From an optimization exercise on the open Yosys and OpenROAD flow, aimed at small area, a short achievable clock period and few clock cycles per item; shortcuts taken in it are not production practice. The RTL was checked by simulation tests, not by an equivalence proof against the original design. Power is estimated from default activity; no workload was simulated.

$ cat config.mk
export PLATFORM = sky130hd
export DESIGN_NAME = alu_design
export DESIGN_NICKNAME = alu_design
export VERILOG_FILES = /design/flow/design.v
export SDC_FILE = /design/flow/constraint.sdc
export NUM_CORES = 4
export LEC_CHECK = 0
export ABC_CLOCK_PERIOD_IN_PS = 3500
export CAP_MARGIN = 20
export CORE_MARGIN = 2
export CORE_UTILIZATION = 60
export SETUP_SLACK_MARGIN = 5
export SLEW_MARGIN = 20
$ cat constraint.sdc
create_clock -name core_clock -period 8.5 [get_ports {clock}]
set_input_delay 1.7000 -clock core_clock [delete_from_list [all_inputs] [get_ports {clock}]]
set_output_delay 1.7000 -clock core_clock [all_outputs]
set_load 0.01 [all_outputs]
$ cat design.v
module alu_design(clock,reset,A,B,start_op,op_sel,result,end_op);
	localparam IN_WIDTH = 16;
	localparam OUT_WIDTH = 32;
	localparam OP_WIDTH = 3;
	input logic clock,reset;
	input logic [IN_WIDTH - 1 : 0] A;
	input logic [IN_WIDTH - 1 : 0] B;
	input logic start_op;
	input [OP_WIDTH - 1 : 0] op_sel;
	output logic [OUT_WIDTH - 1 : 0] result;
	output logic end_op;
	logic [2:0] cnt;           
	wire is_mul = op_sel[2] & ~op_sel[0];
	wire is_sub = ~op_sel[2] & op_sel[1] & ~op_sel[0];
	wire [15:0] src = (cnt == 3'd0) ? B : result[15:0];
	wire [1:0] dig = src[1:0];
	wire [15:0] hi = (cnt == 3'd0) ? 16'd0 : result[31:16];
	wire [15:0] x  = is_mul ? hi : (B ^ {16{is_sub}});
	wire [15:0] y  = A & {16{~is_mul | dig[0]}};
	wire [16:0] z  = ({A, 1'b0} & {17{is_mul & dig[1]}});
	wire [16:0] s  = {1'b0, x ^ y} ^ z;
	wire [16:0] c  = ({1'b0, x & y}) | ({1'b0, x ^ y} & z);
	wire [17:0] sum = 18'(s) + 18'({c, is_sub});
	logic [31:0] res_d;
	always_comb begin
		if (op_sel[2])
			res_d = op_sel[0] ? {16'd0, c[15:0]} : {sum, src[15:2]};
		else if (op_sel[1] & op_sel[0])
			res_d = {16'd0, s[15:0]};
		else if (op_sel[1])
			res_d = {{16{~sum[16]}}, sum[15:0]};
		else if (op_sel[0])
			res_d = {15'd0, sum[16:0]};
		else
			res_d = 32'd0;
	end
	always_ff @(posedge clock)
		result <= res_d;
	always_ff @(posedge clock or posedge reset)
	begin
		if (reset) begin
			end_op <= 1'b0;
			cnt    <= 3'd0;
		end
		else if (start_op) begin
			end_op <= ~is_mul | (cnt == 3'd7);
			cnt    <= (is_mul && cnt != 3'd7) ? cnt + 3'd1 : 3'd0;
		end
		else begin
			end_op <= 1'b0;
			cnt    <= 3'd0;
		end
	end
endmodule
$ cat run.sh
#!/bin/bash
# synth_recipe.tcl (not shown) runs the flow's synth.tcl, then flattens the netlist and writes it again
# the make line also repeats each setting of config.mk as NAME=value (left out here)
make -C /OpenROAD-flow-scripts/flow DESIGN_CONFIG=/design/flow/config.mk WORK_HOME=/design/flow/orfs CLKGATE_MAP_FILE= SYNTH_SCRIPT=/design/flow/synth_recipe.tcl finish
==> results of run 1 <==
[metrics by stage]
| stage | setup WS [ns] | cell area (sq um) |
|---|---|---|
| after floorplan | 3.47 | 3580 |
| after global placement | 2.41 | 4190 |
| after detailed placement | 2.34 | 4190 |
| after CTS | 3.84 | 5010 |
[power by group through the flow]
stage | Combinational [uW] | Sequential [uW] | Clock [uW]
after floorplan | 233 | 231 | 0
after global placement | 367 | 219 | 0
after detailed placement | 373 | 220 | 0
after CTS | 464 | 216 | 123
[cells by family after synthesis]
| group | synth area share [%] |
|---|---|
| xor gates and xnor gates | 5.63 |
| adders and majority gates | 17.0 |
| muxes | 6.69 |
| buffers and inverters | 7.20 |
| DFF | 21.6 |
| AOI/OAI and AO/OA | 23.2 |
| and+or+nand+nor | 18.6 |
[repair_timing]
action,4_1_cts
pin swaps,34
setup buffers,36
resized for setup,98
cloned,7
endpoints found under the setup margin,32
endpoints found under the hold margin,0
[how the worst max path moves through the flow]
stage                     startpoint                 end  slack, ns
after floorplan            op_sel[1]  result[16]$_DFF_P_       3.47
after global placement     op_sel[2]  result[16]$_DFF_P_       2.41
after detailed placement   op_sel[2]  result[21]$_DFF_P_       2.34
after CTS                  op_sel[0]  result[23]$_DFF_P_       3.84
==> results by group, run 1 <==
Synthesis
  – Syn_area_per_cell: between 7 and 8 sq um
  – Post-synth top area cell: dfxtp_1
  – Most common cell in the netlist: a21oi_1
  – Largest cells by area after synthesis: dfxtp_1 (19%), fa_1 (9.4%), a21oi_1 (7.9%), ha_1 (7.7%), o21ai_0 (5.1%)
  – Warnings, synthesis: 1
  – Post-synth top flop: dfxtp_1
  – Sequential cell area fraction in the yosys report: between 20 and 25%
  – Commonest cells post-synth: a21oi_1 (54), nand2_1 (44), o21ai_0 (35), dfxtp_1 (32), nor2_1 (32)
  – Mapped Area: 0.00342 sq mm
  – EDFF count, synth: 0
  – Syn_nets: roughly 510
  – Synth async-reset ratio: between 10% and 20%
  – Netlist cell types: between 40 and 50
  – Cells after Synth: around 440
  – Area share of the largest cell type after synthesis: a little under a fifth
  – FF+latch count, synth: 36

Clocking
  – Num CTS Buffers: 5
  – CTS Sinks: 36
  – Max Root-Sink Buffers: 2
  – # H-tree levels: 2
  – # hold bufs at CTS: 0
  – Root buf cell: clkbuf_8

Placed design
  – Cells after DPL: approximately 560
  – Routability cong.: approximately 0.9
  – Port-buffer cells: 70
  – HPWL Detailed: around 7000 um

Run status
  – First Err: [ERROR DPL-0038] Utilization greater than 100%, impossible to legalize
  – Exit stage: 5_1_grt
  – Status: stopped before the end

Timing
  – Worst_ep grt: result[20]$_DFF_P_/D
  – Worst ep type: register data pin

Floorplan
  – Die height: a little under 80 um
  – I/O Pins: just over 70
  – Num rows: 27
  – Initial core utilization: between 60 and 70%
  – Die X: roughly 80 um

Global route
  – Maximum number of pins on one net before global-route repair: 45
Testbench counts, summed over its fixed seeds: cycles 52,084, items 24,000.
==> run 2, diff against run 1 <==
--- a/config.mk
+++ b/config.mk
@@ -6,8 +6,8 @@
 export NUM_CORES = 4
 export LEC_CHECK = 0
-export ABC_CLOCK_PERIOD_IN_PS = 3500
+export ABC_CLOCK_PERIOD_IN_PS = 5000
 export CAP_MARGIN = 20
 export CORE_MARGIN = 2
-export CORE_UTILIZATION = 60
-export SETUP_SLACK_MARGIN = 5
+export CORE_UTILIZATION = 40
+export SETUP_SLACK_MARGIN = 3
 export SLEW_MARGIN = 20
==> run 2 against run 1 <==
Net effect:
- now clean on timing, DRC and antenna
- synthesized cell count unchanged
- synthesized area did not move
==> results by group, run 2 <==
Setup path
  – Crit path kind: in2reg
  – Critical path capture point type: flop
  – Critical Path RT: 8.72 ns
  – Worst Setup Start Kind: input port
  – Crit Path Max Fanout: 19
  – Crit path DAT: approximately 5.5 ns

Cells and area
  – Nets: between 500 and 600
  – Largest register FFs: 32
  – Final instance area: between 0.004 and 0.005 sq mm
  – Synthesis-to-layout area growth: 27.7%
  – Share of cells above drive strength 1: under 10%
  – Most frequent cells in the layout: clkdlybuf4s50_1 (68), a21oi_1 (53), nand2_1 (43)
  – Number of diodes: 0
  – Top flop regs: result: 32 flops, cnt: 3 flops, end_op: 1 flops
  – Top reg by flops: result
  – Leading cell type in the layout, fill and taps excluded: clkdlybuf4s50_1

Synthesis
  – Mapped Area: 0.00342 sq mm (unchanged)
  – EDFF count, synth: 0 (unchanged)
  – Sequential cell area fraction in the yosys report: 21.6% (unchanged)
  – Area share of the largest cell type after synthesis: 18.7% (unchanged)
  – Syn_area_per_cell: 7.81 sq um (unchanged)
  – Netlist cell types: 49 (unchanged)
  – Commonest cells post-synth: a21oi_1 (54), nand2_1 (44), o21ai_0 (35), dfxtp_1 (32), nor2_1 (32)
  – Synth async-reset ratio: 11.1% (unchanged)
  – FF+latch count, synth: 36 (unchanged)
  – Warnings, synthesis: 1 (unchanged)
  – Most common cell in the netlist: a21oi_1
  – Syn_nets: 513 (unchanged)
  – Post-synth top flop: dfxtp_1
  – Largest cells by area after synthesis: dfxtp_1 (19%), fa_1 (9.4%), a21oi_1 (7.9%), ha_1 (7.7%), o21ai_0 (5.1%)
  – Post-synth top area cell: dfxtp_1
  – Cells after Synth: 438 (unchanged)

Timing
  – Fin Clk Skew: 0.00755 ns
  – Fmax achieved: ~190 MHz
  – Final Cycle Share: approximately 63%
  – Setup_tns: 0 ns
  – Slew margin rel.: between 30% and 40%
  – Pins Over Slew Limit: 0
  – Min cycle time layout: approximately 5.3 ns
  – WHS: about 0.58 ns
  – Final setup viols: 0
  – RSZ-0062 raised after global routing: false
  – Worst-margin pin slew: roughly 0.91 ns
  – Hold Vio Cnt, Final: 0

Placed design
  – Area of placed instances: 0.00416 sq mm (-0.60%)
  – HPWL Detailed: 7500 um (+5.4%)
  – Routability cong.: 0.872 (-1.3%)
  – Port-buffer cells: 70 (unchanged)

Floorplan
  – Initial core utilization: 41.4% (-21 points)
  – Core area: approximately 0.0083 sq mm
  – I/O Pins: 71 (unchanged)
  – Num rows: 33 (+22%)
  – Die area: 0.00931 sq mm
  – Die height: 96.5 um (+21%)
  – Die X: 96.5 um (+21%)

Pwr
  – Leak pwr: 0.00185 uW
  – Overall Power: between 700 and 800 uW
  – Peak supply drop: 65.1 uV
  – Pwr dens: between 150 and 200 mW/mm^2

Worst hold path
  – Type of the tightest min-delay check: reg2reg

Routing
  – Pre-antenna DRT Iters: 4
  – Final ANT Viol Nets: 0
  – Routed vias/inst: approximately 5.5
  – # DRC: 0
  – Drt initial violations: between 200 and 250
  – DR vias: about 3300
  – Total Wirelength: around 10000 um
  – Post-DR wirelength/cell: approximately 17 um

Global route
  – Grt total ovfl: 0
  – Global-route wire length before repair: 16500 um
  – All-layer global routing usage: between 20% and 30%
  – Initial antenna violation count: 0
  – Vias in the first global route: ~3400
  – Maximum number of pins on one net before global-route repair: 36

Run
  – Total of max-cap violations: 0

Clocking
  – Max Root-Sink Buffers: 2 (unchanged)
  – # H-tree levels: 2 (unchanged)
  – # hold bufs at CTS: 0 (unchanged)
  – Num CTS Buffers: 5 (unchanged)
  – Root buf cell: clkbuf_8
  – CTS tree: yes
  – CTS Sinks: 36 (unchanged)
  – Clk latency of the worst-skew pair: approximately 0.29 ns
  – Clk slew on worst S/H paths: 0.08 ns

Run status
  – Status: complete, no violations
==> run 2: final cells by class <==
type	instances	area, sq um
fill	820	3890
multi-input combinational	345	2500
timing repair buffer	80	786
sequential	36	741
tap	105	131
inverter	31	116
clock buffer	8	90.1
==> run 2: cell families after synthesis <==
logic type | Yosys count | share of synthesized area (%)
compound gates | 132 | 23.2
simple gates | 130 | 18.6
buf+inv | 59 | 7.20
fa+ha+maj | 37 | 17.0
flops | 36 | 21.6
xor+xnor | 22 | 5.63
mux | 22 | 6.69
==> run 2: final timing paths <==
path / from / to / slack, ns / cells after the start
setup / recovery: op_sel[1] / result[31]$_DFF_P_ / 3.18 / 15
hold / removal: cnt[0]$_DFF_PP0_ / cnt[0]$_DFF_PP0_ / 0.58 / 2
setup reg to reg: cnt[0]$_DFF_PP0_ / result[31]$_DFF_P_ / 4.15 / 16
hold reg to reg: cnt[0]$_DFF_PP0_ / cnt[0]$_DFF_PP0_ / 0.58 / 2
max in group asynchronous: reset / cnt[2]$_DFF_PP0_ / 6.77 / 2
min in group asynchronous: reset / end_op$_DFF_PP0_ / 1.58 / 2
==> run 2: what timing repair did <==
item                                    4_1_cts  5_1_grt
pin swaps                                     0        4
setup buffers                                 0        4
endpoints found under the setup margin       24       23
resized for setup                             8       16
gates cloned                                  0        2
==> run 2: power breakdown <==
part	switching (uW)	leakage (uW)	total (uW)	internal (uW)
clock	66.3	0.0000455	133	66.3
combinational	196	0.00148	374	178
sequential	17.9	0.000321	217	199
==> run 2: layer usage <==
layer / track usage (%) / part of all wire (%) / up-vias
li1: - / - / 1626
met5: 0 / 0 / -
met1: 31.4 / 46 / 1582
met4: 6.46 / 1.5 / 0
met3: 3.26 / 5.6 / 13
met2: 37.7 / 46 / 122
==> run 2: through the flow <==
step	setup WS, ns	std cells	utilization [%]
global placement	2.33	591	50.4
CTS	3.01	599	51.7
detailed placement	2.24	591	50.4
floorplan	3.15	438	-
global route	2.99	605	52.9
finish	3.18	605	52.9
==> run 2: worst max-delay path, stage by stage <==
cell	delay [ns]
clkdlybuf4s50_1	0.47
buf_6	0.20
or2b_4	0.36
xnor2_1	0.17
a22oi_1	0.11
fa_1	0.58
inv_1	0.05
ha_1	0.35
o211a_1	0.28
o31ai_4	0.07
a31oi_2	0.15
nor4_2	0.32
o32ai_4	0.15
or3_4	0.45
o211ai_1	0.10
==> run 3, diff against run 2 <==
--- a/config.mk
+++ b/config.mk
@@ -10,4 +10,4 @@
 export CORE_MARGIN = 2
 export CORE_UTILIZATION = 40
-export SETUP_SLACK_MARGIN = 3
+export SETUP_SLACK_MARGIN = 2
 export SLEW_MARGIN = 20
==> run 3 against run 2 <==
Net effect:
- register-to-register slack got worse by 0.32 ns
- largest cell class unchanged
- highest routed layer unchanged
- sequential share of layout area is 0.46 points higher
- combinational power is 3% lower
- design area shrank 2.6%
==> results by group, run 3 <==
Synthesis
  – Cells after Synth: 438 (unchanged)
  – Most common cell in the netlist: a21oi_1
  – Post-synth top area cell: dfxtp_1
  – EDFF count, synth: 0 (unchanged)
  – Commonest cells post-synth: a21oi_1 (54), nand2_1 (44), o21ai_0 (35), dfxtp_1 (32), nor2_1 (32)
  – Post-Synth XOR/XNOR Area: 5.63% (unchanged)
  – FF+latch count, synth: 36 (unchanged)
  – Netlist cell types: 49 (unchanged)
  – Largest cells by area after synthesis: dfxtp_1 (19%), fa_1 (9.4%), a21oi_1 (7.9%), ha_1 (7.7%), o21ai_0 (5.1%)
  – Sequential cell area fraction in the yosys report: 21.6% (unchanged)
  – Warnings, synthesis: 1 (unchanged)
  – Synth Area in Adders: 17.0% (unchanged)
  – Synth Area in Simple Gates: 18.6% (unchanged)
  – Area share of the largest cell type after synthesis: 18.7% (unchanged)
  – Syn_nets: 513 (unchanged)
  – Mapped Area: 0.00342 sq mm (unchanged)
  – Syn_area_per_cell: 7.81 sq um (unchanged)
  – Synth async-reset ratio: 11.1% (unchanged)
  – Mux contribution to synthesized area: 6.69% (unchanged)
  – Post-synth top flop: dfxtp_1
  – Compound-Gate Fraction of Synth Area: 23.2% (unchanged)
  – Main combinational cell family by area after synthesis: compound AO/OA/AOI/OAI gates

Global route
  – Vias in the first global route: 3352 (+0.030%)
  – Global-route wire length before repair: 16500 um (about the same)
  – Grt total ovfl: 0 (unchanged)
  – All-layer global routing usage: 22.9% (about the same)
  – Maximum number of pins on one net before global-route repair: 36 (unchanged)
  – Initial antenna violation count: 0 (unchanged)

Timing
  – Final setup viols: 0 (unchanged)
  – Slew margin rel.: 40.0% (+0.82 points)
  – Final Cycle Share: 71.4% (+8.8 points)
  – Hold Vio Cnt, Final: 0 (unchanged)
  – Fin Clk Skew: 0.0101 ns (+0.00256 ns)
  – Pins Over Slew Limit: 0 (unchanged)
  – RSZ-0062 raised after global routing: false
  – Setup_tns: 0 ns (unchanged)
  – Worst-margin pin slew: 0.894 ns (-0.0122 ns)
  – Min cycle time layout: 6.07 ns (+0.747 ns)
  – Fmax achieved: 165 MHz (-12%)

Clocking
  – # H-tree levels: 2 (unchanged)
  – Resize count post-CTS: 0 (-8)
  – CTS tree: yes
  – Clk latency of the worst-skew pair: 0.29 ns (about the same)
  – Max Root-Sink Buffers: 2 (unchanged)
  – CTS Sinks: 36 (unchanged)
  – Clk slew on worst S/H paths: 0.07 ns (about the same)
  – # Post-CTS Setup Buffers: 0 (unchanged)
  – Num CTS Buffers: 5 (unchanged)
  – # hold bufs at CTS: 0 (unchanged)
  – Root buf cell: clkbuf_8

Floorplan
  – Initial core utilization: 41.4% (unchanged)
  – Die height: 96.5 um (unchanged)
  – Die X: 96.5 um (unchanged)
  – Die area: 0.00931 sq mm (unchanged)
  – I/O Pins: 71 (unchanged)
  – Num rows: 33 (unchanged)
  – Core area: 0.00826 sq mm (unchanged)

Placed design
  – Port-buffer cells: 70 (unchanged)
  – Cells after DPL: 591 (unchanged)
  – HPWL Detailed: 7500 um (unchanged)
  – Routability cong.: 0.872 (unchanged)

Pwr
  – Leak pwr: 0.00180 uW (-2.3%)
  – Pwr dens: 167 mW/mm^2 (+1.0%)
  – Overall Power: 712 uW (-1.7%)
  – Peak supply drop: 64.4 uV (-1.0%)

Routing
  – DR vias: 3296 (-1.4%)
  – Final ANT Viol Nets: 0 (unchanged)
  – Drt initial violations: 158 (-22%)
  – # DRC: 0 (unchanged)
  – Pre-antenna DRT Iters: 5 (+1)
  – Routed vias/inst: 5.50 (-0.42%)
  – Post-DR wirelength/cell: 16.9 um (-1.3%)
  – Total Wirelength: 10100 um (-2.3%)

Run
  – Total of max-cap violations: 0 (unchanged)

Cells and area
  – Top flop regs: result: 32 flops, cnt: 3 flops, end_op: 1 flops
  – Leading cell type in the layout, fill and taps excluded: clkdlybuf4s50_1
  – Synthesis-to-layout area growth: 24.3%
  – Most frequent cells in the layout: clkdlybuf4s50_1 (69), a21oi_1 (54), nand2_1 (44), o21ai_0 (35)
  – Number of diodes: 0 (unchanged)
  – Share of cells above drive strength 1: 5.67% (-3.1 points)
  – Largest register FFs: 32 (unchanged)
  – Top reg by flops: result
  – Nets: 568 (-1.0%)
  – Finished Layout Cells: 599 (-0.99%)

Run status
  – Status: complete, no violations

Setup path
  – Critical Path RT: 8.67 ns (-0.05 ns)
  – Crit path kind: in2reg
  – Top delay family on crit path: compound AO/OA/AOI/OAI gates
  – CP max stage cell: clkdlybuf4s50_1
  – Reg2reg path depth: 16 (unchanged)
  – Bufs and invs on worst path: 1 (-2)
  – Crit path DAT: 6.23 ns (+0.69 ns)
  – Crit Path Max Fanout: 17 (-2)
  – Crit-path cells: clkdlybuf4s50_1 -> nor2b_1 -> nand2_1 -> and2_1 -> fa_1 -> ha_1 -> a21o_2 -> a21oi_1 -> o21ai_0 -> a211oi_1 -> o21ai_0 -> xnor2_1 -> o21ai_0
  – Worst Setup Start Kind: input port
  – R2r endpoint: result[29]$_DFF_P_
  – R2R Path Start: cnt[0]$_DFF_PP0_
  – Critical path capture point type: flop
  – Most used cell, CP: o21ai_0
  – Max stage delay on crit path: 0.87 ns (+0.29 ns)
  – FF-to-FF setup slack: 3.83 ns (-0.32 ns)

Worst hold path
  – WHS Path Cells: 2 (unchanged)
  – WHS Endpoint: cnt[0]$_DFF_PP0_
  – Hold path start: cnt[0]$_DFF_PP0_
  – Type of the tightest min-delay check: reg2reg
-- run 3: cell count changes in the layout (fill, tap and decap cells not counted), sizes merged --
cell | before | now
buf | 10 | 7
clkbuf | 9 | 8
clkdlybuf4s15 | 1 | 0
clkdlybuf4s50 | 68 | 69
or2b | 2 | 1
or3 | 2 | 1
-- run 3: power by group --
part           internal [uW]  switching [uW]  leakage [uW]
clock network           66.3            65.1     0.0000455
registers                199            18.2      0.000321
logic                    172             191       0.00144
-- run 3: worst register-to-register path: stages, from the launching register on --
cell and delay, ns:
dfrtp_1 0.35, inv_1 0.06, ha_1 0.20, nand2b_1 0.07
buf_4 0.39, mux2i_1 0.24, nand2_1 0.41, and2_1 0.36
fa_1 0.47, ha_1 0.41, a21o_2 0.24, a21oi_1 0.20
o21ai_0 0.10, a211oi_1 0.47, o21ai_0 0.25, xnor2_1 0.22
o21ai_0 0.10
-- run 3: area by class of cell --
type,count,area (sq um)
clock buffer,8,90.1
fill,830,4000
inverter,31,116
multi-input combinational,343,2430
sequential,36,741
tap,105,131
timing repair buffer,76,741
-- run 3: worst max path at each step --
stage	from	endpoint	slack (ns)	depth (start not counted)
floorplan	op_sel[1]	result[16]$_DFF_P_	3.15	17
global placement	op_sel[2]	result[13]$_DFF_P_	2.33	13
detailed placement	op_sel[2]	result[15]$_DFF_P_	2.24	13
CTS	op_sel[2]	result[29]$_DFF_P_	2.51	13
global route	op_sel[2]	result[15]$_DFF_P_	2.06	13
finish	op_sel[2]	result[29]$_DFF_P_	2.43	13
-- run 3: cell families (layout without fill, tap and decap cells) --
family,Yosys count,in the layout
AOI/OAI and AO/OA,132,132
xor gates and xnor gates,22,22
adders and majority gates,37,37
buffers and inverters,59,115
DFF,36,36
muxes,22,22
and+or+nand+nor,130,130
-- run 3: through the flow --
stage / worst slack (ns) / hold slack (ns) / utilization, % / area [sq um]
CTS: 2.51 / 0.583 / 51.5 / 4250
global placement: 2.33 / 0.565 / 50.4 / 4160
finish: 2.43 / 0.579 / 51.5 / 4250
global route: 2.06 / 0.641 / 51.5 / 4250
floorplan: 3.15 / 0.543 / - / 3420
detailed placement: 2.24 / 0.577 / 50.4 / 4160
-- run 3: layer usage --
metal  vias up  wire, um  global-route usage, %
li1       1611         -                      -
met1      1565      4690                   31.3
met2       105      4780                   37.7
met3        15       526                   3.26
met4         0       125                   6.46
met5         -         0                      0
==> run 4, diff against run 3 <==
--- a/config.mk
+++ b/config.mk
@@ -6,8 +6,8 @@
 export NUM_CORES = 4
 export LEC_CHECK = 0
-export ABC_CLOCK_PERIOD_IN_PS = 5000
+export ABC_CLOCK_PERIOD_IN_PS = 3500
 export CAP_MARGIN = 20
 export CORE_MARGIN = 2
 export CORE_UTILIZATION = 40
-export SETUP_SLACK_MARGIN = 2
+export SETUP_SLACK_MARGIN = 3
 export SLEW_MARGIN = 20
==> run 4 against run 3 <==
Net effect:
- count of clock-buffer cells in the layout did not move
- synthesized area did not move
- critical path depth rose by 2
- clock skew fell by 0.0026 ns
- clock power barely moved
- cell count rose by 1.0%
- die area did not move
- sequential share of layout area fell by 0.46 points
- fmax rose by 14%
- critical path type unchanged
- critical endpoint is now result[31]$_DFF_P_
==> results by group, run 4 <==
Run status
  – Status: complete, no violations

Synthesis
  – Largest cells by area after synthesis: dfxtp_1 (19%), fa_1 (9.4%), a21oi_1 (7.9%), ha_1 (7.7%), o21ai_0 (5.1%)
  – Syn_area_per_cell: 7.81 sq um (unchanged)
  – Cells after Synth: 438 (unchanged)
  – Post-synth top area cell: dfxtp_1
  – Commonest cells post-synth: a21oi_1 (54), nand2_1 (44), o21ai_0 (35), dfxtp_1 (32), nor2_1 (32)
  – Syn_nets: 513 (unchanged)
  – EDFF count, synth: 0 (unchanged)
  – Warnings, synthesis: 1 (unchanged)
  – Sequential cell area fraction in the yosys report: 21.6% (unchanged)
  – Post-synth top flop: dfxtp_1
  – FF+latch count, synth: 36 (unchanged)
  – Netlist cell types: 49 (unchanged)
  – Mapped Area: 0.00342 sq mm (unchanged)
  – Synth async-reset ratio: 11.1% (unchanged)
  – Area share of the largest cell type after synthesis: 18.7% (unchanged)
  – Most common cell in the netlist: a21oi_1

Clocking
  – Clk latency of the worst-skew pair: 0.29 ns (about the same)
  – CTS tree: yes
  – CTS Sinks: 36 (unchanged)
  – # H-tree levels: 2 (unchanged)
  – # hold bufs at CTS: 0 (unchanged)
  – Clk slew on worst S/H paths: 0.08 ns (about the same)
  – Max Root-Sink Buffers: 2 (unchanged)
  – Root buf cell: clkbuf_8
  – Num CTS Buffers: 5 (unchanged)

Cells and area
  – Largest register FFs: 32 (unchanged)
  – Finished Layout Cells: 605 (+1.0%)
  – Leading cell type in the layout, fill and taps excluded: clkdlybuf4s50_1
  – Synthesis-to-layout area growth: 27.7%
  – Nets: 574 (+1.1%)
  – Top reg by flops: result
  – Top flop regs: result: 32 flops, cnt: 3 flops, end_op: 1 flops
  – Fin util: 52.9% (+1.4 points)
  – Most frequent cells in the layout: clkdlybuf4s50_1 (68), a21oi_1 (53), nand2_1 (43)
  – Share of cells above drive strength 1: 8.80% (+3.1 points)
  – Number of diodes: 0 (unchanged)

Placed design
  – HPWL Detailed: 7500 um (unchanged)
  – Port-buffer cells: 70 (unchanged)
  – Place WS: 2.24 ns (unchanged)
  – Cells after DPL: 591 (unchanged)
  – Routability cong.: 0.872 (unchanged)

Routing
  – Pre-antenna DRT Iters: 4 (-1)
  – Routed vias/inst: 5.53 (+0.42%)
  – Post-DR wirelength/cell: 17.1 um (+1.4%)
  – # DRC: 0 (unchanged)
  – DR vias: 3343 (+1.4%)
  – Total Wirelength: 10400 um (+2.4%)
  – Drt initial violations: 203 (+28%)
  – Final ANT Viol Nets: 0 (unchanged)

Run
  – Total of max-cap violations: 0 (unchanged)

Floorplan
  – Die area: 0.00931 sq mm (unchanged)
  – I/O Pins: 71 (unchanged)
  – Initial core utilization: 41.4% (unchanged)
  – Die height: 96.5 um (unchanged)
  – Num rows: 33 (unchanged)
  – Core area: 0.00826 sq mm (unchanged)
  – Die X: 96.5 um (unchanged)

Timing
  – Final setup viols: 0 (unchanged)
  – Final Cycle Share: 62.6% (-8.8 points)
  – Fmax achieved: 188 MHz (+14%)
  – Final worst slack: 3.18 ns (+0.747 ns)
  – Worst-margin pin slew: 0.906 ns (+0.0122 ns)
  – RSZ-0062 raised after global routing: false
  – Hold Vio Cnt, Final: 0 (unchanged)
  – Slew margin rel.: 39.2% (-0.82 points)
  – Fin Clk Skew: 0.00755 ns (-0.00256 ns)
  – Min cycle time layout: 5.32 ns (-0.747 ns)
  – Setup_tns: 0 ns (unchanged)
  – Pins Over Slew Limit: 0 (unchanged)

Setup path
  – Crit-path cells: clkdlybuf4s50_1 -> buf_6 -> or2b_4 -> xnor2_1 -> a22oi_1 -> fa_1 -> inv_1 -> ha_1 -> o211a_1 -> o31ai_4 -> a31oi_2 -> nor4_2 -> o32ai_4 -> or3_4 -> o211ai_1
  – Crit Path Max Fanout: 19 (+2)
  – Origin of the worst setup path: op_sel[1]
  – Critical Path RT: 8.72 ns (+0.05 ns)
  – CP max stage cell: fa_1
  – Critical path capture point type: flop
  – Top delay family on crit path: simple AND/OR/NAND/NOR gates
  – R2R Path Start: cnt[0]$_DFF_PP0_
  – Bufs and invs on worst path: 3 (+2)
  – Max stage delay on crit path: 0.58 ns (-0.29 ns)
  – Crit path kind: in2reg
  – R2r endpoint: result[31]$_DFF_P_
  – Reg2reg path depth: 16 (unchanged)
  – WP depth: 15 (+2)
  – Crit path DAT: 5.54 ns (-0.69 ns)
  – Worst setup endpoint: result[31]$_DFF_P_
  – FF-to-FF setup slack: 4.15 ns (+0.32 ns)
  – Worst Setup Start Kind: input port

Worst hold path
  – Type of the tightest min-delay check: reg2reg
  – WHS Path Cells: 2 (unchanged)

Pwr
  – Peak supply drop: 65.1 uV (+1.1%)
  – Leak pwr: 0.00185 uW (+2.4%)
  – Pwr dens: 166 mW/mm^2 (-0.99%)

Global route
  – Grt total ovfl: 0 (unchanged)
  – Initial antenna violation count: 0 (unchanged)
  – All-layer global routing usage: 22.9% (about the same)
  – Maximum number of pins on one net before global-route repair: 36 (unchanged)
  – Vias in the first global route: 3351 (-0.030%)
  – Global-route wire length before repair: 16500 um (about the same)
[run 4: cell count changes in the layout (fill, tap and decap cells not counted), moves of 2 or more]
cell,before,now
buf_4,6,8
fa_1,16,14
fa_2,0,2
o21ai_0,35,32
o21ai_1,0,3
or2b_4,0,2
[run 4: area by class of cell]
| cell class | instances | area (sq um) |
|---|---|---|
| fillers | 820 | 3890 |
| multi-input cells | 345 | 2500 |
| repair buffers | 80 | 786 |
| flip-flops and latches | 36 | 741 |
| well taps | 105 | 131 |
| inverters | 31 | 116 |
| clock buffers | 8 | 90.1 |
[run 4: worst min-delay path by stage]
stage | startpoint | end | slack, ns
global route | cnt[0]$_DFF_PP0_ | cnt[0]$_DFF_PP0_ | 0.64
detailed placement | cnt[0]$_DFF_PP0_ | cnt[0]$_DFF_PP0_ | 0.58
global placement | cnt[0]$_DFF_PP0_ | cnt[0]$_DFF_PP0_ | 0.57
CTS | cnt[0]$_DFF_PP0_ | cnt[0]$_DFF_PP0_ | 0.58
finish | cnt[0]$_DFF_PP0_ | cnt[0]$_DFF_PP0_ | 0.58
floorplan | cnt[0]$_DFF_PP0_ | cnt[0]$_DFF_PP0_ | 0.54
[run 4: layer usage]
metal | GRT usage [%] | vias up | wire length (um)
li1 | - | 1626 | -
met1 | 31.4 | 1582 | 4820
met2 | 37.7 | 122 | 4820
met3 | 3.26 | 13 | 581
met4 | 6.46 | 0 | 151
met5 | 0 | - | 0
[run 4: stage by stage]
stage	hold WS [ns]	area, sq um	power, uW
2_1_floorplan	0.543	3420	447
3_3_place_gp	0.565	4160	578
3_5_place_dp	0.577	4160	580
4_1_cts	0.583	4270	716
5_1_grt	0.641	4370	775
6_report	0.579	4370	724
[run 4: worst min-delay path, delay by kind of cell, from the launching register on]
family,cells,cell delay (ns)
DFF,1,0.35
and+or+nand+nor,1,0.13
buffers and inverters,1,0.06
[run 4: what timing repair did]
action | 4_1_cts | 5_1_grt
resized for setup | 8 | 16
endpoints found under the setup margin | 24 | 23
setup buffers | 0 | 4
pin swaps | 0 | 4
cloned | 0 | 2
[run 4: power by group]
part           internal, uW  switching [uW]  leakage (uW)
clock                  66.3            66.3     0.0000455
sequential              199            17.9      0.000321
combinational           178             196       0.00148
total                   444             280       0.00185
[run 4: kinds of logic (layout without fill, tap and decap cells)]
| kind of cell | Yosys count | after routing | synth area share, % |
|---|---|---|---|
| AO/OA/AOI/OAI | 132 | 132 | 23.2 |
| AND/OR/NAND/NOR | 130 | 132 | 18.6 |
| adder cells (fa/ha/maj) | 37 | 37 | 17.0 |
| buffers and inverters | 59 | 119 | 7.20 |
| flip-flops | 36 | 36 | 21.6 |
| multiplexers | 22 | 22 | 6.69 |
| XOR/XNOR | 22 | 22 | 5.63 |
==> run 5, diff against run 4 <==
--- a/config.mk
+++ b/config.mk
@@ -6,5 +6,5 @@
 export NUM_CORES = 4
 export LEC_CHECK = 0
-export ABC_CLOCK_PERIOD_IN_PS = 3500
+export ABC_AREA = 1
 export CAP_MARGIN = 20
 export CORE_MARGIN = 2
==> run 5 against run 4 <==
Net effect:
- still clean on timing, DRC and antenna
- non-clock buffer count rose by 3
- sequential power barely moved
- critical path depth rose by 5
- global-route usage rose by 2.9 points
- utilization fell by 0.44 points
- sequential share of layout area fell by 0.76 points
- worst setup slack improved by 0.041 ns
- synthesized cell count rose by 34%
- largest cell class unchanged
- largest power group unchanged
- highest routed layer unchanged
==> results by group, run 5 <==
Run status
  – Status: complete, no violations

Floorplan
  – Die area: 0.00975 sq mm (+4.8%)
  – Core area: 0.00872 sq mm (+5.6%)
  – Die height: 98.8 um (+2.4%)
  – Initial core utilization: 41.2% (-0.25 points)
  – I/O Pins: 71 (unchanged)
  – Num rows: 34 (+3.0%)
  – Die X: 98.8 um (+2.4%)

Cells and area
  – Share of cells above drive strength 1: 6.36% (-2.4 points)
  – Most frequent cells in the layout: nand2_1 (215), inv_1 (88), clkdlybuf4s50_1 (68), nor2_1 (44)
  – Largest register FFs: 32 (unchanged)
  – Leading cell type in the layout, fill and taps excluded: nand2_1
  – Top flop regs: result: 32 flops, cnt: 3 flops, end_op: 1 flops
  – Top reg by flops: result
  – Number of diodes: 0 (unchanged)
  – Nets: 734 (+28%)
  – Synthesis-to-layout area growth: 27.4%

Worst hold path
  – Type of the tightest min-delay check: reg2reg

Pwr
  – Peak supply drop: 68.9 uV (+6.0%)
  – Leak pwr: 0.00245 uW (+32%)
  – Pwr dens: 171 mW/mm^2 (+3.3%)

Routing
  – # DRC: 0 (unchanged)
  – DR vias: 3970 (+19%)
  – Drt initial violations: 280 (+38%)
  – Total Wirelength: 12700 um (+22%)
  – Post-DR wirelength/cell: 16.5 um (-3.9%)
  – M1 WL: 6010 um (+25%)
  – Met2 routed wirelength: 5420 um (+12%)
  – Top Metal Used: met4
  – Final ANT Viol Nets: 0 (unchanged)
  – Pre-antenna DRT Iters: 5 (+1)
  – Routed vias/inst: 5.17 (-6.4%)
  – Met3 wire length: 1040 um (+78%)

Timing
  – Setup_tns: 0 ns (unchanged)
  – Worst-margin pin slew: 1.01 ns (+0.105 ns)
  – Hold Vio Cnt, Final: 0 (unchanged)
  – Slew margin rel.: 32.5% (-6.6 points)
  – Fin Clk Skew: 0.00500 ns (-0.00254 ns)
  – Fmax achieved: 189 MHz (+0.77%)
  – Final setup viols: 0 (unchanged)
  – Pins Over Slew Limit: 0 (unchanged)
  – Min cycle time layout: 5.28 ns (-0.0406 ns)
  – WHS: 0.456 ns (-0.123 ns)
  – RSZ-0062 raised after global routing: false
  – Final Cycle Share: 62.1% (-0.48 points)

Setup path
  – Most used cell, CP: nand2_1
  – Crit-path cells: clkdlybuf4s50_1 -> inv_1 -> nor2_1 -> inv_1 -> nor2_4 -> clkinvlp_4 -> buf_4 -> nand2_1 -> a32oi_1 -> fa_1 -> inv_1 -> ha_1 -> or2_1 -> nand3_1 -> nand2_1 -> or2_2 -> nand3_1 -> nand2_1 -> nand2_1 -> nand2_1
  – Max stage delay on crit path: 0.58 ns (about the same)
  – Worst Setup Start Kind: input port
  – Crit path DAT: 5.46 ns (-0.08 ns)
  – Crit path kind: in2reg
  – Crit Path Max Fanout: 9 (-10)
  – Critical Path RT: 8.68 ns (-0.04 ns)
  – Critical path capture point type: flop
  – CP max stage cell: fa_1

Synthesis
  – Most common cell in the netlist: nand2_1
  – FF+latch count, synth: 36 (unchanged)
  – Mapped Area: 0.00359 sq mm (+5.0%)
  – Synth Area in Simple Gates: 37.1% (+19 points)
  – Syn_area_per_cell: 6.12 sq um (-22%)
  – Main combinational cell family by area after synthesis: simple AND/OR/NAND/NOR gates
  – Syn_nets: 662 (+29%)
  – EDFF count, synth: 0 (unchanged)
  – Sequential cell area fraction in the yosys report: 20.6% (-1.0 points)
  – Synth Area in Adders: 16.2% (-0.81 points)
  – Commonest cells post-synth: nand2_1 (215), inv_1 (89), nor2_1 (45)
  – Warnings, synthesis: 1 (unchanged)
  – Largest cells by area after synthesis: nand2_1 (22%), dfxtp_1 (18%), inv_1 (9.3%), fa_1 (8.9%), ha_1 (7.3%)
  – Cells after Synth: 587 (+34%)
  – Post-Synth XOR/XNOR Area: 0.975% (-4.7 points)
  – Post-synth top flop: dfxtp_1
  – Area share of the largest cell type after synthesis: 22.5% (+3.7 points)
  – Synth async-reset ratio: 11.1% (unchanged)
  – Compound-Gate Fraction of Synth Area: 12.8% (-10 points)
  – Mux contribution to synthesized area: 0% (-6.7 points)
  – Post-synth top area cell: nand2_1
  – Netlist cell types: 40 (-18%)

Clocking
  – # H-tree levels: 2 (unchanged)
  – # hold bufs at CTS: 0 (unchanged)
  – CTS tree: yes
  – Num CTS Buffers: 5 (unchanged)
  – Clk slew on worst S/H paths: 0.08 ns (about the same)
  – CTS Sinks: 36 (unchanged)
  – Clk latency of the worst-skew pair: 0.29 ns (about the same)
  – Root buf cell: clkbuf_8
  – Max Root-Sink Buffers: 2 (unchanged)

Placed design
  – Routability cong.: 0.940 (+7.7%)
  – HPWL Detailed: 10100 um (+35%)
  – Port-buffer cells: 70 (unchanged)

Global route
  – Grt total ovfl: 0 (unchanged)
  – Maximum number of pins on one net before global-route repair: 33 (-8.3%)
  – Vias in the first global route: 3724 (+11%)
  – All-layer global routing usage: 25.8% (+2.9 points)
  – Initial antenna violation count: 0 (unchanged)
  – Global-route wire length before repair: 19600 um (+18%)

Run
  – Total of max-cap violations: 0 (unchanged)
[run 5: critical path, delay by kind of cell]
kind                       cells  cell delay (ns)
buffers and inverters          6             1.16
adders and majority gates      2             0.95
and+or+nand+nor               11             1.57
AOI/OAI and AO/OA              1             0.08
[run 5: final timing paths]
path | from | to | slack [ns] | cells past startpoint
min in group asynchronous | reset | end_op$_DFF_PP0_ | 1.59 | 2
min reg2reg | cnt[0]$_DFF_PP0_ | cnt[0]$_DFF_PP0_ | 0.46 | 1
max in group asynchronous | reset | cnt[0]$_DFF_PP0_ | 6.77 | 2
max | op_sel[1] | result[7]$_DFF_P_ | 3.22 | 20
max reg2reg | cnt[0]$_DFF_PP0_ | result[30]$_DFF_P_ | 3.56 | 19
min | cnt[0]$_DFF_PP0_ | cnt[0]$_DFF_PP0_ | 0.46 | 1
[run 5: layout make-up]
class	instances	area, sq um
clock buffer	5	68.8
clock inverter	3	42.5
inverter	92	354
sequential	36	741
multi-input combinational	441	2430
tap	108	135
timing repair buffer	83	803
fill	889	4150
[run 5: cell families (layout without fill, tap and decap cells)]
group / count (synthesis) / after routing
flops: 36 / 36
compound gates: 79 / 79
fa+ha+maj: 37 / 37
xor+xnor: 4 / 4
simple gates: 320 / 321
buf+inv: 111 / 183
[run 5: power by group]
group | switching (uW) | internal [uW]
registers | 17.5 | 199
clock network | 68.2 | 86.9
logic | 243 | 168
[run 5: through the flow]
step	instance area, sq um	power (uW)	worst slack, ns	util [%]	std cells
CTS	4470	776	3.00	51.3	757
detailed placement	4350	620	2.44	49.9	748
global route	4580	835	2.99	52.5	768
floorplan	3590	460	4.00	-	587
global placement	4350	621	2.51	49.9	748
finish	4580	783	3.22	52.5	768
[run 5: metal layers]
metal	GRT usage (%)	vias to the layer above
met4	6.22	0
li1	-	1981
met1	37.3	1807
met3	5.53	13
met2	39.3	169
met5	0	-
[run 5: what timing repair did]
item                       in CTS  in global routing
pin swaps                       1                  2
resized for setup               2                  6
setup endpoints to repair      29                 29
buffers inserted                0                 11
cloned                          1                  0
==> run 6, diff against run 5 <==
--- a/config.mk
+++ b/config.mk
@@ -6,8 +6,8 @@
 export NUM_CORES = 4
 export LEC_CHECK = 0
-export ABC_AREA = 1
+export ABC_CLOCK_PERIOD_IN_PS = 4500
 export CAP_MARGIN = 20
 export CORE_MARGIN = 2
 export CORE_UTILIZATION = 40
-export SETUP_SLACK_MARGIN = 3
+export SETUP_SLACK_MARGIN = 4
 export SLEW_MARGIN = 20
==> run 6 against run 5 <==
Net effect:
- sequential power hardly changed
- flip-flop and latch count unchanged
- power increased by 6.6%
- design area increased by 11%
- first-iteration DRC count decreased by 27%
- count of clock-buffer cells in the layout is 3 higher
- critical path depth is 6 lower
- clock skew about the same
- die area decreased by 4.5%
- sequential share of layout area shrank 1.6 points
==> results by group, run 6 <==
Placed design
  – HPWL Detailed: 7230 um (-29%)
  – Place WS: 2.59 ns (+0.147 ns)
  – Cells after DPL: 590 (-21%)
  – Routability cong.: 0.882 (-6.2%)
  – Port-buffer cells: 70 (unchanged)

Synthesis
  – Warnings, synthesis: 1 (unchanged)
  – Synth Area in Simple Gates: 18.6% (-19 points)
  – Post-Synth XOR/XNOR Area: 5.63% (+4.7 points)
  – Post-synth top area cell: dfxtp_1
  – Main combinational cell family by area after synthesis: compound AO/OA/AOI/OAI gates
  – Syn_area_per_cell: 7.81 sq um (+28%)
  – Post-synth top flop: dfxtp_1
  – Netlist cell types: 49 (+23%)
  – FF+latch count, synth: 36 (unchanged)
  – Commonest cells post-synth: a21oi_1 (54), nand2_1 (44), o21ai_0 (35), dfxtp_1 (32), nor2_1 (32)
  – Synth Area in Adders: 17.0% (+0.81 points)
  – Synth async-reset ratio: 11.1% (unchanged)
  – EDFF count, synth: 0 (unchanged)
  – Compound-Gate Fraction of Synth Area: 23.2% (+10 points)
  – Sequential cell area fraction in the yosys report: 21.6% (+1.0 points)
  – Cells after Synth: 438 (-25%)
  – Largest cells by area after synthesis: dfxtp_1 (19%), fa_1 (9.4%), a21oi_1 (7.9%), ha_1 (7.7%), o21ai_0 (5.1%)
  – Syn_nets: 513 (-23%)
  – Most common cell in the netlist: a21oi_1
  – Area share of the largest cell type after synthesis: 18.7% (-3.7 points)
  – Mux contribution to synthesized area: 6.69% (+6.7 points)
  – Mapped Area: 0.00342 sq mm (-4.7%)

Global route
  – GR Util met1: 34.9% (-2.3 points)
  – Grt total ovfl: 0 (unchanged)
  – Initial antenna violation count: 0 (unchanged)
  – Met3 global-route usage: 2.79% (-2.7 points)
  – Vias in the first global route: 3699 (-0.67%)
  – All-layer global routing usage: 26.4% (+0.60 points)
  – Global routing's busiest layer: met2
  – Global-route wire length before repair: 18700 um (-4.3%)
  – Met2 usage: 44.2% (+4.9 points)
  – Maximum number of pins on one net before global-route repair: 49 (+48%)

Timing
  – Final worst slack: 3.77 ns (+0.551 ns)
  – Hold Vio Cnt, Final: 0 (unchanged)
  – Fin Clk Skew: 0.00526 ns (+0.000262 ns)
  – Worst-margin pin slew: 0.980 ns (-0.0304 ns)
  – Setup_tns: 0 ns (unchanged)
  – RSZ-0062 raised after global routing: true
  – WHS: 0.586 ns (+0.129 ns)
  – Fmax achieved: 212 MHz (+12%)
  – Final setup viols: 0 (unchanged)
  – Slew margin rel.: 34.2% (+1.6 points)
  – Min cycle time layout: 4.73 ns (-0.551 ns)
  – Final Cycle Share: 55.6% (-6.5 points)
  – Pins Over Slew Limit: 0 (unchanged)

Setup path
  – Most used cell, CP: o211ai_1
  – R2r endpoint: result[16]$_DFF_P_
  – Crit path kind: in2reg
  – FF-to-FF setup slack: 4.29 ns (+0.73 ns)
  – Reg2reg path depth: 18 (-1)
  – Crit Path Max Fanout: 8 (-1)
  – Critical Path RT: 8.72 ns (+0.04 ns)
  – Max stage delay on crit path: 0.58 ns (about the same)
  – CP max stage cell: fa_1
  – R2R Path Start: cnt[0]$_DFF_PP0_
  – Crit-path cells: buf_16 -> buf_12 -> or2b_4 -> a211oi_2 -> nor3_2 -> fa_1 -> ha_4 -> o21a_1 -> o211ai_1 -> a31oi_4 -> nor4_4 -> o32ai_4 -> or3_4 -> o211ai_1
  – Worst Setup Start Kind: input port
  – Critical path capture point type: flop
  – Crit path DAT: 4.94 ns (-0.52 ns)

Worst hold path
  – Type of the tightest min-delay check: reg2reg
  – WHS Path Cells: 2 (+1)
  – WHS Endpoint: cnt[0]$_DFF_PP0_
  – Hold path start: cnt[0]$_DFF_PP0_

Pwr
  – Peak supply drop: 89.4 uV (+30%)
  – Overall Power: 835 uW (+6.6%)
  – Pwr dens: 164 mW/mm^2 (-4.0%)
  – Leak pwr: 0.00214 uW (-12%)

Routing
  – Total Wirelength: 12000 um (-4.9%)
  – Drt initial violations: 204 (-27%)
  – Post-DR wirelength/cell: 18.9 um (+15%)
  – DR vias: 3647 (-8.1%)
  – # DRC: 0 (unchanged)
  – Final ANT Viol Nets: 0 (unchanged)
  – Pre-antenna DRT Iters: 4 (-1)
  – Routed vias/inst: 5.74 (+11%)

Cells and area
  – Finished Layout Cells: 635 (-17%)
  – Top flop regs: result: 32 flops, cnt: 3 flops, end_op: 1 flops
  – Number of diodes: 0 (unchanged)
  – Top reg by flops: result
  – Largest register FFs: 32 (unchanged)
  – Share of cells above drive strength 1: 23.8% (+17 points)
  – Synthesis-to-layout area growth: 48.6%
  – Most frequent cells in the layout: clkdlybuf4s50_1 (62), a21oi_1 (45), nand2_1 (42), dfxtp_1 (32), nor2_1 (30)
  – Nets: 604 (-18%)
  – Leading cell type in the layout, fill and taps excluded: clkdlybuf4s50_1

Clocking
  – Max Root-Sink Buffers: 2 (unchanged)
  – # H-tree levels: 2 (unchanged)
  – Root buf cell: clkbuf_8
  – # hold bufs at CTS: 0 (unchanged)
  – Clk slew on worst S/H paths: 0.08 ns (about the same)
  – CTS Sinks: 36 (unchanged)
  – Clk latency of the worst-skew pair: 0.29 ns (about the same)
  – Num CTS Buffers: 5 (unchanged)
  – CTS tree: yes

Run
  – Total of max-cap violations: 0 (unchanged)

Floorplan
  – Num rows: 33 (-2.9%)
  – Initial core utilization: 41.4% (+0.25 points)
  – Core area: 0.00826 sq mm (-5.3%)
  – Die height: 96.5 um (-2.3%)
  – Die X: 96.5 um (-2.3%)
  – Die area: 0.00931 sq mm (-4.5%)
  – I/O Pins: 71 (unchanged)

Run status
  – Status: complete, no violations
run 6: changes by cell type after synthesis, moves of 8 or more:
cell / previous run / this run
nand2_1: 215 / 44
inv_1: 89 / 31
nand3_1: 32 / 2
a21oi_1: 32 / 54
clkbuf_1: 6 / 21
mux2i_1: 0 / 15
nor2b_1: 0 / 14
nor2_1: 45 / 32
and2_1: 2 / 14
o21ai_0: 23 / 35
xnor2_1: 2 / 12
xor2_1: 2 / 10
run 6: where the power goes:
part	leakage [uW]	internal (uW)	switching [uW]	total (uW)
sequential	0.000321	199	18.2	218
clock	0.0000515	74.2	68.5	143
combinational	0.00177	237	238	475
run 6: per-stage QoR:
stage | utilization (%) | instance area [sq um]
floorplan | - | 3560
global placement | 51.2 | 4230
detailed placement | 51.2 | 4230
CTS | 60.1 | 4960
global route | 61.6 | 5080
finish | 61.6 | 5080
run 6: layout make-up:
class                           count  area (sq um)
Tap cell                          105           131
Clock buffer                        8           100
Sequential cell                    36           741
Multi-Input combinational cell    346          2830
Inverter                           31           116
Fill cell                         715          3170
Timing Repair Buffer              109          1160
run 6: timing repair:
item | 4_1_cts | 5_1_grt
gates cloned | 6 | 0
resized for setup | 84 | 27
buffers inserted | 27 | 4
endpoints found under the setup margin | 31 | 24
pin swaps | 29 | 25
endpoints found under the hold margin | 0 | 0
run 6: cell families (layout without fill, tap and decap cells):
group	Yosys count	after routing
AND/OR/NAND/NOR	130	133
XOR/XNOR	22	22
AO/OA/AOI/OAI	132	132
multiplexers	22	22
flip-flops	36	36
buffers and inverters	59	148
adder cells (fa/ha/maj)	37	37
run 6: worst max-delay path, delay by kind of cell:
family,cells,cell delay [ns]
buf+inv,2,0.24
fa+ha+maj,2,0.82
simple gates,4,1.15
compound gates,6,1.02
run 6: worst max path at each step:
stage                          from                 end  slack [ns]  cells after the start
after global routing      op_sel[0]  result[16]$_DFF_P_        3.68                     14
after detailed placement  op_sel[2]  result[16]$_DFF_P_        2.59                     13
after CTS                 op_sel[0]  result[16]$_DFF_P_        3.82                     17
after global placement    op_sel[2]  result[31]$_DFF_P_        2.72                     13
final                     op_sel[0]  result[16]$_DFF_P_        3.77                     14
after floorplan           op_sel[1]  result[16]$_DFF_P_        3.47                     17
run 6: metal layers:
metal	wire (um)	share of wire (%)
met5	0	0
met4	308	2.6
met3	898	7.5
met2	5830	48
met1	4990	42
==> run 7, diff against run 6 <==
--- a/config.mk
+++ b/config.mk
@@ -6,8 +6,7 @@
 export NUM_CORES = 4
 export LEC_CHECK = 0
-export ABC_CLOCK_PERIOD_IN_PS = 4500
 export CAP_MARGIN = 20
 export CORE_MARGIN = 2
 export CORE_UTILIZATION = 40
-export SETUP_SLACK_MARGIN = 4
+export SETUP_SLACK_MARGIN = 3.5
 export SLEW_MARGIN = 20
==> run 7 against run 6 <==
Net effect:
- register-to-register slack is essentially flat
- via count down 3.4%
- highest routed layer unchanged
- sequential power about the same
- cell count down 2.8%
- flip-flop and latch count did not move
- largest power group unchanged
- utilization decreased by 4.5 points
==> results by group, run 7 <==
Setup path
  – Reg2reg path depth: 17 (-1)
  – R2R Path Start: cnt[0]$_DFF_PP0_
  – Crit-path cells: clkdlybuf4s50_1 -> mux2i_2 -> nand2_4 -> and2_1 -> fa_1 -> ha_2 -> o21a_1 -> o211ai_1 -> a31oi_4 -> o31a_1 -> o32ai_2 -> or3_4 -> o21ai_0
  – WP depth: 13 (-1)
  – Max stage delay on crit path: 0.53 ns (-0.05 ns)
  – Origin of the worst setup path: B[0]
  – Bufs and invs on worst path: 1 (-1)
  – Critical path capture point type: flop
  – CP max stage cell: fa_1
  – Crit Path Max Fanout: 8 (unchanged)
  – Worst Setup Start Kind: input port
  – Crit path kind: in2reg
  – Top delay family on crit path: compound AO/OA/AOI/OAI gates
  – Critical Path RT: 8.68 ns (-0.04 ns)
  – Crit path DAT: 5.11 ns (+0.17 ns)

Synthesis
  – Cells after Synth: 438 (unchanged)
  – Most common cell in the netlist: a21oi_1
  – Largest cells by area after synthesis: dfxtp_1 (19%), fa_1 (9.4%), a21oi_1 (7.9%), ha_1 (7.7%), o21ai_0 (5.1%)
  – Synth async-reset ratio: 11.1% (unchanged)
  – Area share of the largest cell type after synthesis: 18.7% (unchanged)
  – Compound-Gate Fraction of Synth Area: 23.2% (unchanged)
  – Mapped Area: 0.00342 sq mm (unchanged)
  – Netlist cell types: 49 (unchanged)
  – Sequential cell area fraction in the yosys report: 21.6% (unchanged)
  – Synth Area in Adders: 17.0% (unchanged)
  – Post-Synth XOR/XNOR Area: 5.63% (unchanged)
  – Mux contribution to synthesized area: 6.69% (unchanged)
  – Warnings, synthesis: 1 (unchanged)
  – Main combinational cell family by area after synthesis: compound AO/OA/AOI/OAI gates
  – EDFF count, synth: 0 (unchanged)
  – Syn_nets: 513 (unchanged)
  – Post-synth top flop: dfxtp_1
  – FF+latch count, synth: 36 (unchanged)
  – Post-synth top area cell: dfxtp_1
  – Syn_area_per_cell: 7.81 sq um (unchanged)
  – Commonest cells post-synth: a21oi_1 (54), nand2_1 (44), o21ai_0 (35), dfxtp_1 (32), nor2_1 (32)
  – Synth Area in Simple Gates: 18.6% (unchanged)

Cells and area
  – Register area: 741 sq um (unchanged)
  – Leading cell type in the layout, fill and taps excluded: clkdlybuf4s50_1
  – Area of the multi-input gates: 0.00261 sq mm (-7.8%)
  – Synthesis-to-layout area growth: 37.6%
  – Largest register FFs: 32 (unchanged)
  – Share of cells above drive strength 1: 14.6% (-9.1 points)
  – Number of diodes: 0 (unchanged)
  – Top reg by flops: result
  – Top flop regs: result: 32 flops, cnt: 3 flops, end_op: 1 flops
  – Final instance area: 0.00471 sq mm (-7.4%)
  – Fillers: 778 (+8.8%)
  – Most frequent cells in the layout: clkdlybuf4s50_1 (66), a21oi_1 (52), nand2_1 (43), dfxtp_1 (32)
  – Nets: 586 (-3.0%)

Routing
  – Routed vias/inst: 5.71 (-0.55%)
  – Total Wirelength: 11600 um (-3.8%)
  – Met3 wire length: 668 um (-26%)
  – Pre-antenna DRT Iters: 5 (+1)
  – Post-DR wirelength/cell: 18.7 um (-1.0%)
  – M1 WL: 5350 um (+7.1%)
  – Final ANT Viol Nets: 0 (unchanged)
  – Top Metal Used: met4
  – Met2 routed wirelength: 5360 um (-8.1%)
  – DR vias: 3524 (-3.4%)
  – Drt initial violations: 232 (+14%)
  – # DRC: 0 (unchanged)

Floorplan
  – Num rows: 33 (unchanged)
  – Initial core utilization: 41.4% (unchanged)
  – Die X: 96.5 um (unchanged)
  – Die height: 96.5 um (unchanged)
  – I/O Pins: 71 (unchanged)
  – Die area: 0.00931 sq mm (unchanged)
  – Core area: 0.00826 sq mm (unchanged)

Global route
  – Grt total ovfl: 0 (unchanged)
  – Initial antenna violation count: 0 (unchanged)
  – Global-route wire length before repair: 17200 um (-8.3%)
  – Maximum number of pins on one net before global-route repair: 31 (-37%)
  – Vias in the first global route: 3341 (-9.7%)
  – All-layer global routing usage: 24.3% (-2.1 points)

Clocking
  – CTS tree: yes
  – Root buf cell: clkbuf_8
  – Clk latency of the worst-skew pair: 0.30 ns (about the same)
  – Clk slew on worst S/H paths: 0.08 ns (about the same)
  – CTS Sinks: 36 (unchanged)
  – # H-tree levels: 2 (unchanged)
  – Num CTS Buffers: 5 (unchanged)
  – Max Root-Sink Buffers: 2 (unchanged)
  – # hold bufs at CTS: 0 (unchanged)

Worst hold path
  – WHS Path Cells: 2 (unchanged)
  – Type of the tightest min-delay check: reg2reg
  – Hold path start: cnt[0]$_DFF_PP0_

Timing
  – Final Cycle Share: 58.0% (+2.4 points)
  – Fin Clk Skew: 0.00544 ns (+0.000173 ns)
  – Hold Vio Cnt, Final: 0 (unchanged)
  – Setup_tns: 0 ns (unchanged)
  – Pins Over Slew Limit: 0 (unchanged)
  – Final setup viols: 0 (unchanged)
  – RSZ-0062 raised after global routing: false
  – Slew margin rel.: 37.6% (+3.4 points)
  – Final worst slack: 3.57 ns (-0.206 ns)
  – Worst-margin pin slew: 0.930 ns (-0.0504 ns)
  – Fmax achieved: 203 MHz (-4.2%)
  – Min cycle time layout: 4.93 ns (+0.206 ns)

Placed design
  – Place WS: 2.21 ns (-0.382 ns)
  – Routability cong.: 0.841 (-4.6%)
  – Port-buffer cells: 70 (unchanged)
  – HPWL Detailed: 7350 um (+1.6%)
  – Area of placed instances: 0.00421 sq mm (-0.50%)

Run status
  – Status: complete, no violations

Pwr
  – Leak pwr: 0.00199 uW (-7.0%)
  – Overall Power: 758 uW (-9.2%)
  – Peak supply drop: 77.1 uV (-14%)
  – Pwr dens: 161 mW/mm^2 (-1.9%)

Run
  – Total of max-cap violations: 0 (unchanged)
run 7: cell counts after synthesis:
No cell type changed its count.
run 7: worst min-delay path, cell delays in order, from the launching register on:
cell and delay [ns]:
dfrtp_1 0.35, inv_1 0.06, and3_1 0.14
run 7: layout make-up:
type	count	area share (%)
clock buffer	8	1.91
inverter	31	2.47
multi-input combinational	344	55.5
sequential	36	15.7
tap	105	2.79
timing repair buffer	93	21.6
run 7: power by group:
part | total [uW] | leakage [uW] | switching [uW] | internal [uW]
clock network | 134 | 0.0000455 | 67.4 | 66.3
logic | 408 | 0.00163 | 206 | 202
registers | 217 | 0.000321 | 17.4 | 199
run 7: layer usage:
layer  track usage (%)  up-vias
met5                 0        -
met4              7.04        0
met1              33.3     1701
met3              3.10       15
li1                  -     1659
met2              40.1      149
run 7: worst paths after layout:
check                                           to  slack [ns]
worst min register to register    cnt[0]$_DFF_PP0_        0.58
worst min-delay path              cnt[0]$_DFF_PP0_        0.58
worst max register to register  result[28]$_DFF_P_        4.29
min in group asynchronous         end_op$_DFF_PP0_        1.57
worst max-delay path            result[28]$_DFF_P_        3.57
max in group asynchronous         cnt[1]$_DFF_PP0_        6.78
run 7: cell families (layout without fill, tap and decap cells):
logic type / Yosys count / count (layout)
and+or+nand+nor: 130 / 131
buffers and inverters: 59 / 132
xor gates and xnor gates: 22 / 22
AOI/OAI and AO/OA: 132 / 132
muxes: 22 / 22
adders and majority gates: 37 / 37
DFF: 36 / 36
run 7: repair_timing:
action / 4_1_cts / 5_1_grt
setup endpoints to repair: 30 / 22
gates resized for setup: 35 / 28
setup buffers: 6 / 7
cloned: 4 / 2
pin swaps: 2 / 8
run 7: stage by stage:
step           cells  hold slack (ns)  util [%]
2_1_floorplan    438            0.543         -
3_3_place_gp     590            0.560      51.0
3_5_place_dp     590            0.570      51.0
4_1_cts          608            0.584      54.9
5_1_grt          617            0.633      57.0
6_report         617            0.580      57.0
==> run 8, diff against run 7 <==
--- a/config.mk
+++ b/config.mk
@@ -6,7 +6,8 @@
 export NUM_CORES = 4
 export LEC_CHECK = 0
+export ABC_CLOCK_PERIOD_IN_PS = 3500
 export CAP_MARGIN = 20
 export CORE_MARGIN = 2
 export CORE_UTILIZATION = 40
-export SETUP_SLACK_MARGIN = 3.5
+export SETUP_SLACK_MARGIN = 5
 export SLEW_MARGIN = 20
==> run 8 against run 7 <==
Net effect:
- still clean on timing, DRC and antenna
- critical path depth up 3
- register-to-register slack worse by 0.27 ns
- synthesized cell count did not move
- utilization rose by 7.9 points
- clock skew up 0.0042 ns
- synthesized area stayed put
- sequential power about the same
- via count increased by 4.6%
- design area grew 14%
- critical path type unchanged
==> results by group, run 8 <==
Worst hold path
  – WHS Path Cells: 2 (unchanged)
  – Type of the tightest min-delay check: reg2reg

Run status
  – Status: complete, no violations

Clocking
  – CTS Sinks: 36 (unchanged)
  – Num CTS Buffers: 5 (unchanged)
  – Max Root-Sink Buffers: 2 (unchanged)
  – Clk slew on worst S/H paths: 0.08 ns (about the same)
  – # H-tree levels: 2 (unchanged)
  – Root buf cell: clkbuf_8
  – Clk latency of the worst-skew pair: 0.30 ns (about the same)
  – CTS tree: yes

Setup path
  – CP max stage cell: fa_1
  – Max stage delay on crit path: 0.60 ns (+0.07 ns)
  – Critical path capture point type: flop
  – Bufs and invs on worst path: 3 (+2)
  – Top delay family on crit path: compound AO/OA/AOI/OAI gates
  – Crit Path Max Fanout: 14 (+6)
  – Worst Setup Start Kind: input port
  – WP depth: 16 (+3)
  – Reg2reg path depth: 17 (unchanged)
  – Most used cell, CP: a21oi_1
  – Crit path DAT: 4.94 ns (-0.17 ns)
  – Critical Path RT: 8.72 ns (+0.04 ns)
  – Crit-path cells: clkbuf_16 -> nand2b_4 -> buf_12 -> a21oi_1 -> a21oi_1 -> o21ai_2 -> fa_1 -> inv_1 -> ha_4 -> o211a_1 -> o31ai_4 -> a31oi_4 -> o31a_1 -> o32ai_4 -> or3_4 -> o211ai_1
  – Crit path kind: in2reg

Routing
  – Total Wirelength: 12500 um (+7.7%)
  – Final ANT Viol Nets: 0 (unchanged)
  – Pre-antenna DRT Iters: 6 (+1)
  – Drt initial violations: 212 (-8.6%)
  – # DRC: 0 (unchanged)
  – Routed vias/inst: 5.71 (about the same)
  – DR vias: 3686 (+4.6%)
  – Post-DR wirelength/cell: 19.3 um (+3.0%)

Pwr
  – Overall Power: 877 uW (+16%)
  – Leak pwr: 0.00220 uW (+11%)
  – Peak supply drop: 80.1 uV (+4.0%)
  – Pwr dens: 164 mW/mm^2 (+1.7%)

Synthesis
  – Post-synth top area cell: dfxtp_1
  – FF+latch count, synth: 36 (unchanged)
  – Synth Area in Simple Gates: 18.6% (unchanged)
  – Most common cell in the netlist: a21oi_1
  – Synth async-reset ratio: 11.1% (unchanged)
  – Area share of the largest cell type after synthesis: 18.7% (unchanged)
  – Compound-Gate Fraction of Synth Area: 23.2% (unchanged)
  – EDFF count, synth: 0 (unchanged)
  – Warnings, synthesis: 1 (unchanged)
  – Mux contribution to synthesized area: 6.69% (unchanged)
  – Netlist cell types: 49 (unchanged)
  – Syn_nets: 513 (unchanged)
  – Sequential cell area fraction in the yosys report: 21.6% (unchanged)
  – Main combinational cell family by area after synthesis: compound AO/OA/AOI/OAI gates
  – Synth Area in Adders: 17.0% (unchanged)
  – Mapped Area: 0.00342 sq mm (unchanged)
  – Post-Synth XOR/XNOR Area: 5.63% (unchanged)
  – Post-synth top flop: dfxtp_1
  – Cells after Synth: 438 (unchanged)
  – Commonest cells post-synth: a21oi_1 (54), nand2_1 (44), o21ai_0 (35), dfxtp_1 (32), nor2_1 (32)
  – Syn_area_per_cell: 7.81 sq um (unchanged)
  – Largest cells by area after synthesis: dfxtp_1 (19%), fa_1 (9.4%), a21oi_1 (7.9%), ha_1 (7.7%), o21ai_0 (5.1%)

Timing
  – Setup_tns: 0 ns (unchanged)
  – Min cycle time layout: 4.72 ns (-0.215 ns)
  – Fmax achieved: 212 MHz (+4.6%)
  – Slew margin rel.: 29.2% (-8.3 points)
  – Fin Clk Skew: 0.00968 ns (+0.00424 ns)
  – RSZ-0062 raised after global routing: true
  – Worst-margin pin slew: 1.05 ns (+0.124 ns)
  – Final setup viols: 0 (unchanged)
  – Final Cycle Share: 55.5% (-2.5 points)
  – Pins Over Slew Limit: 0 (unchanged)
  – Hold Vio Cnt, Final: 0 (unchanged)

Cells and area
  – Area of the multi-input gates: 0.00306 sq mm (+17%)
  – Top reg by flops: result
  – Number of diodes: 0 (unchanged)
  – Register area: 741 sq um (unchanged)
  – Largest register FFs: 32 (unchanged)
  – Fillers: 672 (-14%)
  – Most frequent cells in the layout: clkdlybuf4s50_1 (60), a21oi_1 (42), nand2_1 (39), buf_4 (34), dfxtp_1 (32)
  – Nets: 614 (+4.8%)
  – Share of cells above drive strength 1: 30.7% (+16 points)
  – Top flop regs: result: 32 flops, cnt: 3 flops, end_op: 1 flops
  – Synthesis-to-layout area growth: 56.6%
  – Leading cell type in the layout, fill and taps excluded: clkdlybuf4s50_1

Global route
  – Vias in the first global route: 3674 (+10%)
  – Maximum number of pins on one net before global-route repair: 32 (+3.2%)
  – Grt total ovfl: 0 (unchanged)
  – Initial antenna violation count: 0 (unchanged)
  – Global-route wire length before repair: 18900 um (+9.8%)
  – All-layer global routing usage: 26.6% (+2.3 points)

Floorplan
  – I/O Pins: 71 (unchanged)
  – Die area: 0.00931 sq mm (unchanged)
  – Die height: 96.5 um (unchanged)
  – Num rows: 33 (unchanged)
  – Core area: 0.00826 sq mm (unchanged)
  – Die X: 96.5 um (unchanged)
  – Initial core utilization: 41.4% (unchanged)

Placed design
  – HPWL Detailed: 7550 um (+2.7%)
  – Port-buffer cells: 70 (unchanged)
  – Routability cong.: 0.821 (-2.3%)

Run
  – Total of max-cap violations: 0 (unchanged)
-- run 8: final cells by class --
class,instances,share of cell area (%)
clock buffer,7,1.42
clock inverter,1,0.0934
inverter,31,2.17
multi-input combinational,346,57.2
sequential,36,13.8
tap,105,2.45
timing repair buffer,119,22.9
-- run 8: layer usage --
metal  global-route usage, %  up-vias  wire length [um]
li1                        -     1712                 -
met1                    36.1     1739              5310
met4                    8.10        0               310
met5                       0        -                 0
met2                    43.5      202              5830
met3                    4.42       33              1000
-- run 8: path summary, 6_finish.rpt --
path | startpoint | endpoint | slack, ns
hold / removal | cnt[0]$_DFF_PP0_ | cnt[0]$_DFF_PP0_ | 0.59
setup reg to reg | cnt[0]$_DFF_PP0_ | result[31]$_DFF_P_ | 4.02
setup / recovery | op_sel[0] | result[31]$_DFF_P_ | 3.78
hold reg to reg | cnt[0]$_DFF_PP0_ | cnt[0]$_DFF_PP0_ | 0.59
max in group asynchronous | reset | cnt[0]$_DFF_PP0_ | 6.77
min in group asynchronous | reset | end_op$_DFF_PP0_ | 1.58
-- run 8: stage by stage --
stage	hold WS, ns	setup slack [ns]	utilization (%)	instances	cell area [sq um]
floorplan	0.543	3.47	-	438	3580
global placement	0.560	2.72	51.3	590	4230
detailed placement	0.585	2.69	51.3	590	4230
CTS	0.598	3.85	59.6	629	4920
global route	0.623	3.71	64.9	645	5360
finish	0.586	3.78	64.9	645	5360
-- run 8: cell families (layout without fill, tap and decap cells) --
logic type / count (synthesis) / count (layout)
flops: 36 / 36
compound gates: 132 / 132
buf+inv: 59 / 158
mux: 22 / 22
xor+xnor: 22 / 22
fa+ha+maj: 37 / 37
simple gates: 130 / 133
-- run 8: power by group --
part	leakage [uW]	internal, uW	switching, uW
combinational	0.00184	275	258
clock	0.0000422	57.7	68.9
sequential	0.000321	199	19.0
total	0.00220	532	346
-- run 8: repair_timing --
item	4_1_cts	5_1_grt
setup endpoints to repair	32	31
pin swaps	36	53
cloned	5	1
resized for setup	89	64
hold buffers	0	0
setup buffers	26	15
-- run 8: worst register-to-register path, stage by stage (launching register included) --
cell,delay (ns)
dfrtp_1,0.36
inv_1,0.06
ha_1,0.20
nand2b_2,0.40
buf_4,0.36
mux2i_4,0.31
nand2_4,0.12
buf_12,0.16
and2_1,0.17
fa_1,0.53
ha_4,0.30
and3_4,0.17
o211ai_1,0.13
a31oi_4,0.23
o31a_1,0.21
o32ai_4,0.10
or3_4,0.49
o211ai_1,0.13

port drivers added, routing unchanged:
The flow's constraints put no driver on any port. The routed layouts listed below were extracted and timed again, unchanged, in two steps. Step 1: set_driving_cell puts a clkbuf_16 on clock and a buf_2 on each other input, an assumption about the parent block. Step 2 also shifts input and output timing later by t, the mid clock arrival at the registers, as if the neighbouring blocks saw the same clock. Slacks: no drivers / after step 1 / after step 2; pairs: no drivers / after step 1.
| run | shift t [ns] | slack for setup (ns) |
|---|---|---|
| run 2 | 0.320 | 3.181 / 3.188 / 2.868 |
| run 3 | 0.319 | 2.435 / 2.434 / 2.116 |
| run 4 | 0.320 | 3.181 / 3.188 / 2.868 |
| run 5 | 0.322 | 3.222 / 3.230 / 2.909 |
| run 6 | 0.317 | 3.773 / 3.711 / 3.394 |
| run 7 | 0.324 | 3.567 / 3.572 / 3.248 |
| run 8 | 0.322 | 3.782 / 3.686 / 3.364 |
After both steps setup and hold are still met in every run listed.
